Context: an optimization exercise on an open-source flow, tuned for small area. The choices shown serve that exercise and are no tape-out recipe. Only simulation tests tie the RTL to the original design; equivalence was not proved.

// rv_core
module rv_core #(parameter Nregs = 16,
                 parameter debug = 0,
                 parameter fpuen = 1 ) (
  input  logic clk,
  input  logic xreset,
  output u32_t i_adr,	 
  input  u32_t i_dr,	 
  output logic i_re,	 
  input  logic i_rdy,	 
  output u32_t d_adr,	 
  input  u32_t d_dr,	 
  output logic d_re,	 
  output u32_t d_dw,	 
  output u4_t  d_we,	 
  input  logic d_rdy,	 
  input  logic d_be,	 
  input  logic irq   
  );
Size in the first run: roughly 170 I/O pins, ~110000 sq um of cells after synthesis.
clock: 36.0 ns
lec_check: 0
abc_area: 1
cap_margin: 20
core_margin: 2
core_utilization: 40
cts_buf_list: sky130_fd_sc_hd__clkbuf_8
cts_cluster_diameter: 80
cts_cluster_size: 12
slew_margin: 10
standard.sh (not shown) runs the stock make flow with config.mk's settings and CLKGATE_MAP_FILE= SYNTH_SCRIPT=/design/flow/synth_recipe.tcl, a recipe that flattens the netlist after the stock synthesis.
==> flow/flow/run.sh <==
#!/bin/bash
# Own layout flow = the standard ORFS flow with a re-mapped synthesis netlist.
#  2. fapol.py: choose the polarity of each full adder so that fewer inverters are needed
#  3. resynthesis: all combinational cells except full/half adders are dissolved into logic
#     and mapped again by ABC with an area-oriented script (flow/abc.script); registers,
#     adders and tie cells are kept as they are
#  5. the standard layout flow (bash standard.sh finish) on the chosen netlist, with the make
#     settings listed in flow/extra.txt (clock tree options, port buffer cell, buf_4 left out of timing repair)
# Each tool writes its full output to a log file of its own in this folder (log_*.txt).
set -uo pipefail
W=$(pwd)
F=$W/flow
R=orfs/results/${FLOW_PLATFORM}/rv_core/base
export PATH="$FLOW_HOME/../tools/install/yosys/bin:$FLOW_HOME/../tools/install/OpenROAD/bin:$PATH"

echo "== reference synthesis"
bash standard.sh synth > log_synth_reference.txt 2>&1 || { echo "reference synthesis failed"; exit 1; }
cp "$R/1_2_yosys.v" ref.v

LIB=$(make -s -C "$FLOW_HOME" DESIGN_CONFIG="$W/config.mk" WORK_HOME="$W/orfs" print-LIB_FILES 2>/dev/null | sed -n 's/^LIB_FILES: *//p' | awk '{print $1}')
DU=$(make -s -C "$FLOW_HOME" DESIGN_CONFIG="$W/config.mk" WORK_HOME="$W/orfs" print-DONT_USE_CELLS 2>/dev/null | sed -n 's/^DONT_USE_CELLS: *//p')
DUA=""; for c in $DU; do DUA="$DUA -dont_use $c"; done
printf 'set_driving_cell sky130_fd_sc_hd__buf_1\nset_load 5\n' > abc.constr

resyn() {  # $1 in.v  $2 out.v  $3 tag
  python3 "$F/fapol.py" "$1" "pol_$3.v" > "log_fapol_$3.txt" 2>&1 || return 1
  cat > "resyn_$3.ys" <<EOY
read_liberty -ignore_miss_func $LIB
read_verilog pol_$3.v
hierarchy -top ${FLOW_TOP}
setattr -mod -set keep_hierarchy 1 sky130_fd_sc_hd__fa_* sky130_fd_sc_hd__ha_* sky130_fd_sc_hd__*df* sky130_fd_sc_hd__conb_*
flatten
delete t:\$scopeinfo
opt_clean -purge
abc -script $F/abc.script -liberty $LIB $DUA -constr $W/abc.constr -D $(awk "BEGIN{print ${FLOW_PERIOD_NS}*1000}")
opt_clean -purge
setundef -zero
hilomap -singleton -hicell sky130_fd_sc_hd__conb_1 HI -locell sky130_fd_sc_hd__conb_1 LO
splitnets
opt_clean -purge
insbuf -buf sky130_fd_sc_hd__buf_4 A X
select ${FLOW_TOP}
tee -o stat_$3.txt stat -liberty $LIB
write_verilog -noattr -nohex -nodec -selected $2
EOY
  yosys -s "resyn_$3.ys" > "log_resyn_$3.txt" 2>&1 || return 1
}

use=ref.v
echo "== resynthesis"
if resyn ref.v mine1.v 1 && resyn mine1.v mine2.v 2 && resyn mine2.v mine3.v 3; then
  # candidates from the smallest area to the largest
  cands=$(for i in 1 2 3; do echo "$(sed -n "s/.*Chip area for module .*: //p" stat_$i.txt) mine$i.v"; done | sort -g | awk '{print $2}')
  for cand in $cands; do
    if python3 "$F/regcheck.py" ref.v $cand > log_regcheck_$cand.txt 2>&1 && \
       bash "$F/cec.sh" "$LIB" ref.v $cand > log_cec_$cand.txt 2>&1 && \
       grep -q "Networks are equivalent" log_cec_$cand.txt; then
      use=$cand; break
    fi
  done
fi
echo "netlist used: $use"
grep -i "chip area" orfs/reports/${FLOW_PLATFORM}/rv_core/base/synth_stat.txt stat_*.txt 2>/dev/null
if [[ $use != ref.v ]]; then
  cp $use "$R/1_2_yosys.v"
fi

echo "== layout"
# extra make variables for the layout steps (one assignment per line), e.g. CTS options
EXTRA=()
if [[ -f "$F/extra.txt" ]]; then
  while IFS= read -r line; do [[ -n "$line" && "$line" != \#* ]] && EXTRA+=("$line"); done < "$F/extra.txt"
fi
echo "extra layout settings: ${EXTRA[*]:-none}"
bash standard.sh "${EXTRA[@]}" finish > log_layout.txt 2>&1 || { echo "layout failed"; tail -20 log_layout.txt; exit 1; }
ls -la out/
==> flow/flow/extra.txt <==
CTS_ARGS=-sink_clustering_enable -repair_clock_nets -dont_use_dummy_load -sink_clustering_size 12 -sink_clustering_max_diameter 80 -buf_list {sky130_fd_sc_hd__clkbuf_8}
BUFFER_PORTS_ARGS=-buffer_cell sky130_fd_sc_hd__buf_1
DONT_USE_CELLS=sky130_fd_sc_hd__probe_p_8 sky130_fd_sc_hd__probec_p_8 sky130_fd_sc_hd__lpflow_bleeder_1 sky130_fd_sc_hd__lpflow_clkbufkapwr_1 sky130_fd_sc_hd__lpflow_clkbufkapwr_16 sky130_fd_sc_hd__lpflow_clkbufkapwr_2 sky130_fd_sc_hd__lpflow_clkbufkapwr_4 sky130_fd_sc_hd__lpflow_clkbufkapwr_8 sky130_fd_sc_hd__lpflow_clkinvkapwr_1 sky130_fd_sc_hd__lpflow_clkinvkapwr_16 sky130_fd_sc_hd__lpflow_clkinvkapwr_2 sky130_fd_sc_hd__lpflow_clkinvkapwr_4 sky130_fd_sc_hd__lpflow_clkinvkapwr_8 sky130_fd_sc_hd__lpflow_decapkapwr_12 sky130_fd_sc_hd__lpflow_decapkapwr_3 sky130_fd_sc_hd__lpflow_decapkapwr_4 sky130_fd_sc_hd__lpflow_decapkapwr_6 sky130_fd_sc_hd__lpflow_decapkapwr_8 sky130_fd_sc_hd__lpflow_inputiso0n_1 sky130_fd_sc_hd__lpflow_inputiso0p_1 sky130_fd_sc_hd__lpflow_inputiso1n_1 sky130_fd_sc_hd__lpflow_inputiso1p_1 sky130_fd_sc_hd__lpflow_inputisolatch_1 sky130_fd_sc_hd__lpflow_isobufsrc_1 sky130_fd_sc_hd__lpflow_isobufsrc_16 sky130_fd_sc_hd__lpflow_isobufsrc_2 sky130_fd_sc_hd__lpflow_isobufsrc_4 sky130_fd_sc_hd__lpflow_isobufsrc_8 sky130_fd_sc_hd__lpflow_isobufsrckapwr_16 sky130_fd_sc_hd__lpflow_lsbuf_lh_hl_isowell_tap_1 sky130_fd_sc_hd__lpflow_lsbuf_lh_hl_isowell_tap_2 sky130_fd_sc_hd__lpflow_lsbuf_lh_hl_isowell_tap_4 sky130_fd_sc_hd__lpflow_lsbuf_lh_isowell_4 sky130_fd_sc_hd__lpflow_lsbuf_lh_isowell_tap_1 sky130_fd_sc_hd__lpflow_lsbuf_lh_isowell_tap_2 sky130_fd_sc_hd__lpflow_lsbuf_lh_isowell_tap_4 sky130_fd_sc_hd__buf_4
Other scripts of this flow, unchanged in this note and not shown: flow/flow/abc.script, flow/flow/cec.sh, flow/flow/cutflops.py, flow/flow/fapol.py, flow/flow/regcheck.py
Edit:
==> flow/flow/extra.txt (replaced) <==
CTS_ARGS=-sink_clustering_enable -repair_clock_nets -dont_use_dummy_load -sink_clustering_size 20 -sink_clustering_max_diameter 100
BUFFER_PORTS_ARGS=-buffer_cell sky130_fd_sc_hd__buf_1
DONT_USE_CELLS=sky130_fd_sc_hd__probe_p_8 sky130_fd_sc_hd__probec_p_8 sky130_fd_sc_hd__lpflow_bleeder_1 sky130_fd_sc_hd__lpflow_clkbufkapwr_1 sky130_fd_sc_hd__lpflow_clkbufkapwr_16 sky130_fd_sc_hd__lpflow_clkbufkapwr_2 sky130_fd_sc_hd__lpflow_clkbufkapwr_4 sky130_fd_sc_hd__lpflow_clkbufkapwr_8 sky130_fd_sc_hd__lpflow_clkinvkapwr_1 sky130_fd_sc_hd__lpflow_clkinvkapwr_16 sky130_fd_sc_hd__lpflow_clkinvkapwr_2 sky130_fd_sc_hd__lpflow_clkinvkapwr_4 sky130_fd_sc_hd__lpflow_clkinvkapwr_8 sky130_fd_sc_hd__lpflow_decapkapwr_12 sky130_fd_sc_hd__lpflow_decapkapwr_3 sky130_fd_sc_hd__lpflow_decapkapwr_4 sky130_fd_sc_hd__lpflow_decapkapwr_6 sky130_fd_sc_hd__lpflow_decapkapwr_8 sky130_fd_sc_hd__lpflow_inputiso0n_1 sky130_fd_sc_hd__lpflow_inputiso0p_1 sky130_fd_sc_hd__lpflow_inputiso1n_1 sky130_fd_sc_hd__lpflow_inputiso1p_1 sky130_fd_sc_hd__lpflow_inputisolatch_1 sky130_fd_sc_hd__lpflow_isobufsrc_1 sky130_fd_sc_hd__lpflow_isobufsrc_16 sky130_fd_sc_hd__lpflow_isobufsrc_2 sky130_fd_sc_hd__lpflow_isobufsrc_4 sky130_fd_sc_hd__lpflow_isobufsrc_8 sky130_fd_sc_hd__lpflow_isobufsrckapwr_16 sky130_fd_sc_hd__lpflow_lsbuf_lh_hl_isowell_tap_1 sky130_fd_sc_hd__lpflow_lsbuf_lh_hl_isowell_tap_2 sky130_fd_sc_hd__lpflow_lsbuf_lh_hl_isowell_tap_4 sky130_fd_sc_hd__lpflow_lsbuf_lh_isowell_4 sky130_fd_sc_hd__lpflow_lsbuf_lh_isowell_tap_1 sky130_fd_sc_hd__lpflow_lsbuf_lh_isowell_tap_2 sky130_fd_sc_hd__lpflow_lsbuf_lh_isowell_tap_4 sky130_fd_sc_hd__buf_4
CAP_MARGIN = 30   (was 20)
CTS_BUF_LIST = not set   (was sky130_fd_sc_hd__clkbuf_8)
CTS_CLUSTER_DIAMETER = 100   (was 80)
CTS_CLUSTER_SIZE = 20   (was 12)
SLEW_MARGIN = 20   (was 10)
Outcome: Fmax increases slightly; cell area came out higher slightly; worst hold slack got worse by 0.026 ns; setup slack gets better by 0.15 ns; clock skew goes down by 0.020 ns; synthesized area does not change.

---

oak:
rv_core, a different RTL version from the one above (not shown whole).
Size in the first run: ~170 I/O pins, about 120000 µm² of cells after synthesis.
==> flow/design.v (excerpt) <==
module rv_core #(parameter Nregs = 16,
                 parameter debug = 0,
                 parameter fpuen = 1 ) (
  input  logic clk,
  input  logic xreset,
  output u32_t i_adr,	 
  input  u32_t i_dr,	 
  output logic i_re,	 
  input  logic i_rdy,	 
  output u32_t d_adr,	 
  input  u32_t d_dr,	 
  output logic d_re,	 
  output u32_t d_dw,	 
  output u4_t  d_we,	 
  input  logic d_rdy,	 
  input  logic d_be,	 
  input  logic irq   
  );
export LEC_CHECK = 0
export ABC_AREA = 1
export CAP_MARGIN = 30
export CORE_MARGIN = 2
export CORE_UTILIZATION = 45
export CTS_CLUSTER_DIAMETER = 100
export CTS_CLUSTER_SIZE = 15
export SLEW_MARGIN = 20
create_clock -name core_clock -period 36.0 [get_ports {clk}]
Scripts as last shown in full above: flow/flow/run.sh
Other scripts of this flow, unchanged in this note and not shown: flow/flow/abc.script, flow/flow/cec.sh, flow/flow/cutflops.py, flow/flow/extra.txt, flow/flow/fapol.py, flow/flow/regcheck.py
oak ended with every stage complete and zero timing, DRC or antenna violations.
Changes in pine relative to oak:
-- flow/config.mk --
<<< oak, line 10
export CORE_MARGIN = 2
export CORE_UTILIZATION = 45
export CTS_CLUSTER_DIAMETER = 100
export CTS_CLUSTER_SIZE = 15
export SLEW_MARGIN = 20
>>> pine, line 10
export CORE_MARGIN = 2
export CORE_UTILIZATION = 40
export CTS_CLUSTER_DIAMETER = 100
export CTS_CLUSTER_SIZE = 15
export SETUP_SLACK_MARGIN = 0.1
export SLEW_MARGIN = 20
Notes after the runs:
pine against oak: via count has decreased; fraction of layout cells with a size suffix above 1 has remained practically unchanged; placed instance area has increased; worst hold slack has increased. [compare] base=oak new=pine: minimum setup slack after placement went up by 220 ps, cell area after layout was more or less identical, final sequential cell count comparable.

---

== v6 ==
Another version of the RTL of rv_core (not shown whole).
Size: about 1600 flip-flops, ~170 I/O pins, roughly 0.13 mm2 of cells after synthesis.
export LEC_CHECK = 0
export ABC_AREA = 1
export CAP_MARGIN = 20
export CORE_MARGIN = 2
export CORE_UTILIZATION = 45
export SLEW_MARGIN = 20
create_clock -name core_clock -period 36.0 [get_ports {clk}]
run.sh (not shown) runs the stock make flow with config.mk's settings and CLKGATE_MAP_FILE= SYNTH_SCRIPT=/design/flow/synth_recipe.tcl, a recipe that flattens the netlist after the stock synthesis.
Stock flow here: none of the scripts above is used.
Both conditions hold for v6: the flow ran to the end and the final layout passed the timing, DRC and antenna checks.
Input-level comparison between v23 and v6:
==> flow/flow/run.sh (new file) <==
#!/bin/bash
set -uo pipefail
W=$(pwd)
R=orfs/results/${FLOW_PLATFORM}/rv_core/base
M=orfs_mine/results/${FLOW_PLATFORM}/rv_core/base

echo "== reference synthesis"
bash standard.sh synth > log_synth_reference.txt 2>&1 || { echo "reference synthesis failed"; exit 1; }

echo "== area-oriented synthesis"
rm -rf myscripts orfs_mine
cp -r "$FLOW_HOME/scripts" myscripts
cp flow/abc.script myscripts/abc_area.script
sed -e "s#WORK_HOME=[^ ]*#WORK_HOME=$W/orfs_mine SCRIPTS_DIR=$W/myscripts ABC_AREA=1#" standard.sh > mine_synth.sh
use_mine=0
if bash mine_synth.sh synth > log_synth_area.txt 2>&1; then
  if python3 flow/regcheck.py "$R/1_2_yosys.v" "$M/1_2_yosys.v" > log_regcheck.txt 2>&1; then
    use_mine=1
  fi
fi
echo "use area-oriented netlist: $use_mine"
if [[ $use_mine == 1 ]]; then
  cp "$M/1_2_yosys.v" "$R/1_2_yosys.v"
fi

echo "== layout"
bash standard.sh finish > log_layout.txt 2>&1 || { echo "layout failed"; tail -20 log_layout.txt; exit 1; }
ls -la out/
==> flow/flow/abc.script (new file) <==
strash
dch -f
amap
strash
dch -f
amap
topo
stime -c
buffer -c
upsize -c
dnsize -c
==> flow/flow/regcheck.py (new file) <==
#!/usr/bin/env python3
"""Exit 0 if two flat netlists hold the same registers: same instance names, same cell family."""
import re, sys
SEQ = re.compile(r'^sky130_fd_sc_hd__(e?dfx|df[rsb]|sdf|sedf|dl[xrc]|sdl|lpflow_inputiso)')
def regs(fn):
    out = {}
    for m in re.finditer(r'^\s*(sky130_fd_sc_hd__\w+)\s+(\S+)\s*\(', open(fn).read(), re.M):
        if SEQ.match(m.group(1)):
            out[m.group(2).lstrip('\\')] = re.sub(r'_\d+$', '', m.group(1))
    return out
a, b = regs(sys.argv[1]), regs(sys.argv[2])
diff = sorted(k for k in set(a) | set(b) if a.get(k) != b.get(k))
print(f"reference {len(a)} registers, area netlist {len(b)}, differing {len(diff)}")
for k in diff[:20]:
    print(" ", k, a.get(k), b.get(k))
sys.exit(0 if a and not diff else 1)
==> flow/standard.sh (new file) <==
#!/bin/bash
# synth_recipe.tcl (not shown) runs the flow's synth.tcl, then flattens the netlist and writes it again
# the make line also repeats each setting of config.mk as NAME=value (left out here)
make -C /OpenROAD-flow-scripts/flow DESIGN_CONFIG=/design/flow/config.mk WORK_HOME=/design/flow/orfs CLKGATE_MAP_FILE= SYNTH_SCRIPT=/design/flow/synth_recipe.tcl "${@:-finish}"
removed: flow/run.sh
Notes after the runs:
As of v23, number of stages on the worst setup path had fallen by a few percent compared to v6.
Total setup buffers inserted after CTS: v6 vs v23 identical
Compared with v6, v23 supports a lower clock frequency.
NOTE total wire length after detailed routing v6->v23 increased by a few percent
Worst slack at placement delta (v23 − v6): unfavourable
For v6, the source of the critical timing path was alu[2]$_SDFFCE_PP0P_, unlike v23, where it was alu[5]$_SDFFCE_PP0P_.

## what the ideal ports hide
In the flow no input, the clock included, has a driving cell. The finished layouts below were timed again as built, in two steps.
Step 1, drivers: a clkbuf_16 drives clk and a buf_2 each remaining input, both assumed.
Step 2 also shifts input and output timing later by t, the mid clock arrival at the registers, as if the neighbouring blocks saw the same clock.
Slacks: ideal ports / drivers / drivers and shift; pairs: ideal ports / drivers.
| run | t (ns) | slack for setup (ns) | worst setup path at the end | worst slew at a driven data input, ns |
|---|---|---|---|---|
| the first run of note 1 | 1.130 | 1.085 / 0.961 / 2.091 | register to output | 0.05 |
| the second run of note 1 | 0.875 | 1.235 / 1.127 / 2.002 | register to output | 0.07 |
| oak | 0.926 | 0.946 / 0.835 / 1.761 | register to output | 0.07 |
| pine | 0.967 | 1.363 / 1.246 / 2.213 | register to output | 0.11 |
| v6 | 0.993 | 0.685 / 0.572 / 1.121 | register to register | 0.11 |
| v23 | 1.002 | 0.448 / 0.342 / 1.250 | register to register | 0.16 |
After both steps setup and hold are still met in every run listed.
